Background: an optimization exercise with open tools, aiming at small area. Do not read the settings as production practice. In this exercise RTL edits were held to simulation tests only and were not proved equivalent to the original. The flow treats the clock pin as an ideal source. Dropping or thinning the clock tree relies on that and would not hold on a real chip. Power is estimated from default activity; no workload was simulated.

build 7:
==> flow/design.v <==
`timescale 1ns / 1ps
module Simon(
    output [3:0]    an,
    output [6:0]    seg,
    output [15:0]   led,
    input  [3:0]    sw,
    input           clk,
    input           btnR,      
    input           btnL,      
    input           btnC       
    );
wire        rst_n = sw[3];
reg  [1:0]  state;
reg  [2:0]  round;
reg  [2:0]  count;
reg  [7:0]  ran_n;       
reg  [7:0]  seq_n;       
reg  [10:0] t;
reg  [10:0] t2;
reg         s1, s2, dly;
reg         s1l, s2l, q;
reg         dbr, dbl;
wire        st0 = (state == 2'd0);
wire        st1 = (state == 2'd1);
wire        st2 = (state == 2'd2);
wire        st3 = (state == 2'd3);
wire [14:0] x = {t2[3:0], t};
wire        cp = dly & ~q;       
wire        rp = dly & ~dbr;     
wire        lp = q & ~dbl;       
wire [2:0]  bsel   = state[1] ? count : x[13:11];
wire        bitn   = seq_n[bsel];      
wire        wrong  = (rp & bitn) | (lp & ~bitn);
wire        anyp   = rp | lp;
wire        last   = (count == round);
wire        done   = (x[14:11] == {1'b0, round} + 4'd1);
wire        finish = ~x[14] & ~x[13] & (&x[12:0]);
reg  [1:0]  nstate;
always @* begin
    case (state)
        2'd0: nstate = cp ? 2'd1 : 2'd0;
        2'd1: nstate = done ? 2'd2 : 2'd1;
        2'd2: nstate = wrong ? 2'd3 :
                       (!anyp || !last) ? 2'd2 :
                       (round == 3'd7) ? 2'd3 : 2'd1;
        default: nstate = finish ? 2'd0 : 2'd3;
    endcase
end
wire        chg  = ~rst_n | (nstate != state);
wire        fill = rst_n & ~state[0];           
wire        run  = ~chg & ~state[0];            
wire        clr1 = ~state[0] & (s1 ^ s2);
wire        inc2 = ~state[0] | (&t);
wire        clr2 = ~state[0] & (s1l ^ s2l);
always @(posedge clk) begin
    if (chg)        t <= {11{fill}};
    else if (clr1)  t <= 11'd0;
    else            t <= t + 11'd1;
    if (chg)        t2 <= {~state[0] & ~wrong, 6'd0, {4{~state[0]}}};
    else if (clr2)  t2 <= 11'd0;
    else            t2 <= t2 + inc2;
    s1  <= run & (state[1] ? btnR : btnC);
    s2  <= run & s1;
    dly <= run & (state[1] ? dbr : q);
    s1l <= run & btnL;
    s2l <= run & s1l;
    q   <= rst_n & (st2 ? (run & dbl) : st0 ? (t[10] ? s2 : q) : 1'b0);
    dbr <= rst_n & ((st2 & t[10]) ? s2 : dbr);
    dbl <= rst_n & ((st2 & t2[10]) ? s2l : dbl);
    if (!rst_n) begin
        ran_n   <= 8'hff;
        seq_n   <= 8'hff;
        state   <= 2'd0;
        round   <= 3'd0;
        count   <= 3'd0;
    end else begin
        ran_n   <= ran_n - 8'd1;
        if (st0 & ~cp)
            seq_n <= ran_n;
        state   <= nstate;
        case (state)
            2'd0: begin
                round <= 3'd0;
                count <= 3'd0;
            end
            2'd1: count <= 3'd0;
            2'd2: if (anyp & ~wrong) begin
                if (last) begin
                    if (round != 3'd7) round <= round + 3'd1;
                end else
                    count <= count + 3'd1;
            end
            default: ;
        endcase
    end
end
wire        lit = st1 & x[10] & ~x[14];
wire        act = st3 & ~x[14] & ~x[13] & ~(&x[12:0]);
wire        res = t2[10];
reg  [3:0]  an_d;
reg  [6:0]  seg_d;
always @* begin
    case (x[7:6])
        2'b00: begin an_d = 4'b0111; seg_d = res ? 7'b0011001 : 7'b1000111; end
        2'b01: begin an_d = 4'b1011; seg_d = res ? 7'b0000110 : 7'b1000000; end
        2'b10: begin an_d = 4'b1101; seg_d = res ? 7'b0001000 : 7'b0010010; end
        default: begin an_d = 4'b1110; seg_d = res ? 7'b0001001 : 7'b0000110; end
    endcase
end
assign an         = act ? an_d : 4'b1111;
assign seg        = act ? seg_d : 7'b1111111;
assign led[15:8]  = sw[0] ? ~seq_n : 8'd0;
assign led[7:6]   = sw[1] ? state : 2'd0;
assign led[5:4]   = {lit & bitn, lit & ~bitn};
assign led[3]     = 1'b0;
assign led[2:0]   = sw[2] ? round : count;
endmodule
Settings: LEC_CHECK=0, CAP_MARGIN=20, CORE_MARGIN=2, CORE_UTILIZATION=70, SLEW_MARGIN=20; clock period 10.0 ns.
standard.sh (not shown) runs the stock make flow with config.mk's settings and CLKGATE_MAP_FILE= SYNTH_SCRIPT=/design/flow/synth_recipe.tcl, a recipe that flattens the netlist after the stock synthesis.
==> flow/flow/run.sh <==
#!/bin/bash
# Own layout flow: the standard layout (standard.sh) with three changes:
#  1. synthesis maps the logic with an area-oriented ABC script (flow/abc.script)
#     instead of ORFS's speed script, and leaves adders to ABC too
#     (ADDER_MAP_FILE empty, so no half/full adder cells are extracted
#     first); everything else in the synthesis (synth_recipe.tcl, ORFS
#     synth.tcl) is unchanged, so registers keep their
#     names and cell types;
#  2. ports are buffered with sky130_fd_sc_hd__buf_1;
#  3. clock tree synthesis inserts no dummy loads, or, when flow/one_clk_buf
#     names a buffer cell, flow/cts_hook.tcl replaces the clock tree with
#     a few such buffers (flow/one_clk_n of them, default 2), each driving
#     the clock pins of one cluster of registers.
# Each tool's output goes to a log file of its own in this folder.
set -euo pipefail
W=$(pwd)
F=$W/flow

sed 's#log_cmd abc {\*}$abc_args#log_cmd abc -script '"$F"'/abc.script {*}$lib_args {*}$lib_dont_use_args#' \
    "$FLOW_HOME/scripts/synth.tcl" > "$W/area_synth.tcl"
grep -q "$F/abc.script" "$W/area_synth.tcl"
sed "s#source \$::env(SCRIPTS_DIR)/synth.tcl#source $W/area_synth.tcl#" \
    "$W/synth_recipe.tcl" > "$W/area_synth_recipe.tcl"
grep -q "source $W/area_synth.tcl" "$W/area_synth_recipe.tcl"

sed -E "s#SYNTH_SCRIPT=[^ ']*synth_recipe.tcl#SYNTH_SCRIPT=$W/area_synth_recipe.tcl ADDER_MAP_FILE=#" \
    "$W/standard.sh" > "$W/area_standard.sh"
grep -q "SYNTH_SCRIPT=$W/area_synth_recipe.tcl" "$W/area_standard.sh"

export BUFFER_PORTS_ARGS="-buffer_cell sky130_fd_sc_hd__buf_1"
CTS="-sink_clustering_enable -repair_clock_nets -dont_use_dummy_load"
if [[ -f "$F/cts_args" ]]; then CTS="$CTS $(cat "$F/cts_args")"; fi
export CTS_ARGS="$CTS"
if [[ -f "$F/one_clk_buf" ]]; then
  export PRE_CTS_TCL="$F/cts_hook.tcl"
  export ONE_CLK_NET=clk
  export ONE_CLK_BUF="$(cat "$F/one_clk_buf")"
  export ONE_CLK_N=2
  if [[ -f "$F/one_clk_n" ]]; then ONE_CLK_N="$(cat "$F/one_clk_n")"; fi
fi

bash "$W/area_standard.sh" > "$W/flow_make.log" 2>&1 || { tail -50 "$W/flow_make.log"; exit 1; }
tail -5 "$W/flow_make.log"
# copy each ORFS step log beside this script's log
mkdir -p "$W/flow_logs"
cp -r "$W"/orfs/logs/* "$W/flow_logs/" 2>/dev/null || true
test -f "$W/out/final.def"
Other scripts of this flow, unchanged in this note and not shown: flow/flow/abc.script, flow/flow/cts_hook.tcl, flow/flow/one_clk_buf, flow/flow/one_clk_n
diff inputs: build 7 => trial 5
==> flow/design.v, changed modules only <==
module Simon(
    output [3:0]    an,
    output [6:0]    seg,
    output [15:0]   led,
    input  [3:0]    sw,
    input           clk,
    input           btnR,      
    input           btnL,      
    input           btnC       
    );
localparam [10:0] LHIT = 11'h2bf;
wire        rst_n = sw[3];
reg  [1:0]  state;
reg  [2:0]  round;
reg  [2:0]  count;
reg  [7:0]  ran_n;       
reg  [7:0]  seq_n;       
reg  [10:0] t;
reg  [10:0] lf;          
reg         s1, s2, dly;
reg         s1l, s2l, q;
reg         dbr, dbl;
wire        st0 = (state == 2'd0);
wire        st1 = (state == 2'd1);
wire        st2 = (state == 2'd2);
wire        st3 = (state == 2'd3);
wire [3:0]  xh = {s2l, s1l, s2, s1};    
wire        tc = &t;                     
wire        cp = dly & ~q;       
wire        rp = dly & ~dbr;     
wire        lp = q & ~dbl;       
wire [2:0]  bsel   = state[1] ? count : xh[2:0];
wire        bitn   = seq_n[bsel];      
wire        wrong  = (rp & bitn) | (lp & ~bitn);
wire        anyp   = rp | lp;
wire        last   = (count == round);
wire [3:0]  rp1    = {1'b0, round} + 4'd1;
wire        done   = (xh == rp1);
wire        finish = ~xh[3] & ~xh[2] & xh[1] & xh[0] & tc;
reg  [1:0]  nstate;
always @* begin
    case (state)
        2'd0: nstate = cp ? 2'd1 : 2'd0;
        2'd1: nstate = done ? 2'd2 : 2'd1;
        2'd2: nstate = wrong ? 2'd3 :
                       (!anyp || !last) ? 2'd2 :
                       (round == 3'd7) ? 2'd3 : 2'd1;
        default: nstate = finish ? 2'd0 : 2'd3;
    endcase
end
wire        chg  = ~rst_n | (nstate != state);
wire        fill = rst_n & ~state[0];           
wire        run  = ~chg & ~state[0];            
wire        clr1 = ~state[0] & (s1 ^ s2);
wire        clrl = ~st2 | chg | (s1l ^ s2l);
wire [3:0]  xh_inc = xh + {3'd0, tc};
always @(posedge clk) begin
    if (chg)        t <= {11{fill}};
    else if (clr1)  t <= 11'd0;
    else            t <= t + 11'd1;
    if (clrl)       lf <= 11'd0;
    else            lf <= {lf[9:0], ~(lf[10] ^ lf[8])};
    if (chg) begin
        s1  <= fill;
        s2  <= fill;
        s1l <= fill;
        s2l <= fill;
    end else if (state[0]) begin
        {s2l, s1l, s2, s1} <= xh_inc;
    end else begin
        s1  <= state[1] ? btnR : btnC;
        s2  <= s1;
        s1l <= btnL;
        s2l <= s1l;
    end
    dly <= run & (state[1] ? dbr : q);
    q   <= rst_n & (st0 ? (t[10] ? s2 : q) :
                    st2 ? (chg ? ~wrong : dbl) :
                    st3 & ~chg & q);
    dbr <= rst_n & ((st2 & t[10]) ? s2 : dbr);
    dbl <= rst_n & ((st2 & (lf == LHIT)) ? s2l : dbl);
    if (!rst_n) begin
        ran_n   <= 8'hff;
        seq_n   <= 8'hff;
        state   <= 2'd0;
        round   <= 3'd0;
        count   <= 3'd0;
    end else begin
        ran_n   <= ran_n - 8'd1;
        if (st0 & ~cp)
            seq_n <= ran_n;
        state   <= nstate;
        case (state)
            2'd0: begin
                round <= 3'd0;
                count <= 3'd0;
            end
            2'd1: count <= 3'd0;
            2'd2: if (anyp & ~wrong) begin
                if (last) begin
                    if (!rp1[3]) round <= rp1[2:0];
                end else
                    count <= count + 3'd1;
            end
            default: ;
        endcase
    end
end
wire        lit = st1 & t[10] & ~xh[3];
wire        act = st3 & ~xh[3] & ~xh[2] & ~(xh[1] & xh[0] & tc);
wire        res = q;
reg  [3:0]  an_d;
reg  [6:0]  seg_d;
always @* begin
    case (t[7:6])
        2'b00: begin an_d = 4'b0111; seg_d = res ? 7'b0011001 : 7'b1000111; end
        2'b01: begin an_d = 4'b1011; seg_d = res ? 7'b0000110 : 7'b1000000; end
        2'b10: begin an_d = 4'b1101; seg_d = res ? 7'b0001000 : 7'b0010010; end
        default: begin an_d = 4'b1110; seg_d = res ? 7'b0001001 : 7'b0000110; end
    endcase
end
assign an         = act ? an_d : 4'b1111;
assign seg        = act ? seg_d : 7'b1111111;
assign led[15:8]  = sw[0] ? ~seq_n : 8'd0;
assign led[7:6]   = sw[1] ? state : 2'd0;
assign led[5:4]   = {lit & bitn, lit & ~bitn};
assign led[3]     = 1'b0;
assign led[2:0]   = sw[2] ? round : count;
endmodule
==> comparison <==
On fraction of final layout cells sized beyond drive strength 1, build 7 and trial 5 are neck and neck.
As of trial 5, area after synthesis had fallen slightly compared to build 7.
On average wire length per cell after detail routing, the lower figure sits with build 7, not trial 5.
Build 7 was larger in final cell area than trial 5.
Row final cycle utilization of the critical path: trial 5 higher / build 7 lower
Trial 5 against build 7: routed wire length on met3 went up 54%; die footprint went down about 1.1%; time the final worst path needs with I/O delays and setup went up 0.22 ns; via density per instance went up 0.32.
From build 7 to trial 5, flip-flop and latch count did not move at all.
Side by side, overall fraction of global-route tracks in use turned out higher in trial 5 than in build 7.
| power share of the combinational group | lower: build 7 |
On trial 5: share of total power in the clock network is 7.8 points lower than what build 7 gave.
Trial 5: final worst slack lower than build 7
In every run of this note, the design's own scripts or RTL, not TritonCTS, make the clock network.

-- re-timing with driven ports --
In the flow no input, the clock included, has a driving cell. The finished layouts below were timed again as built, in two steps.
Step 1: set_driving_cell puts a clkbuf_16 on clk and a buf_2 on each other input, an assumption about the parent block.
Step 2 adds t to the input delays and takes it off the output delays; t is the mean of the earliest and latest rising clock arrival at the registers after step 1. Input paths then give back, and output paths get back, about the clock's delay inside the block.
a / b / c = ideal ports / drivers / drivers and shift; a / b = the first two.
run | t, ns | setup WS [ns] | hold WS [ns] | latest minus earliest clock arrival (ns) | pins driven straight from the clock port
build 7 | 0.205 | 5.081 / 5.038 / 5.242 | 0.429 / 0.429 / 0.429 | 0.029 / 0.029 | 2
trial 5 | 0.203 | 4.858 / 4.811 / 5.014 | 0.430 / 0.430 / 0.430 | 0.011 / 0.011 | 2
After both steps every run listed still meets setup and hold.
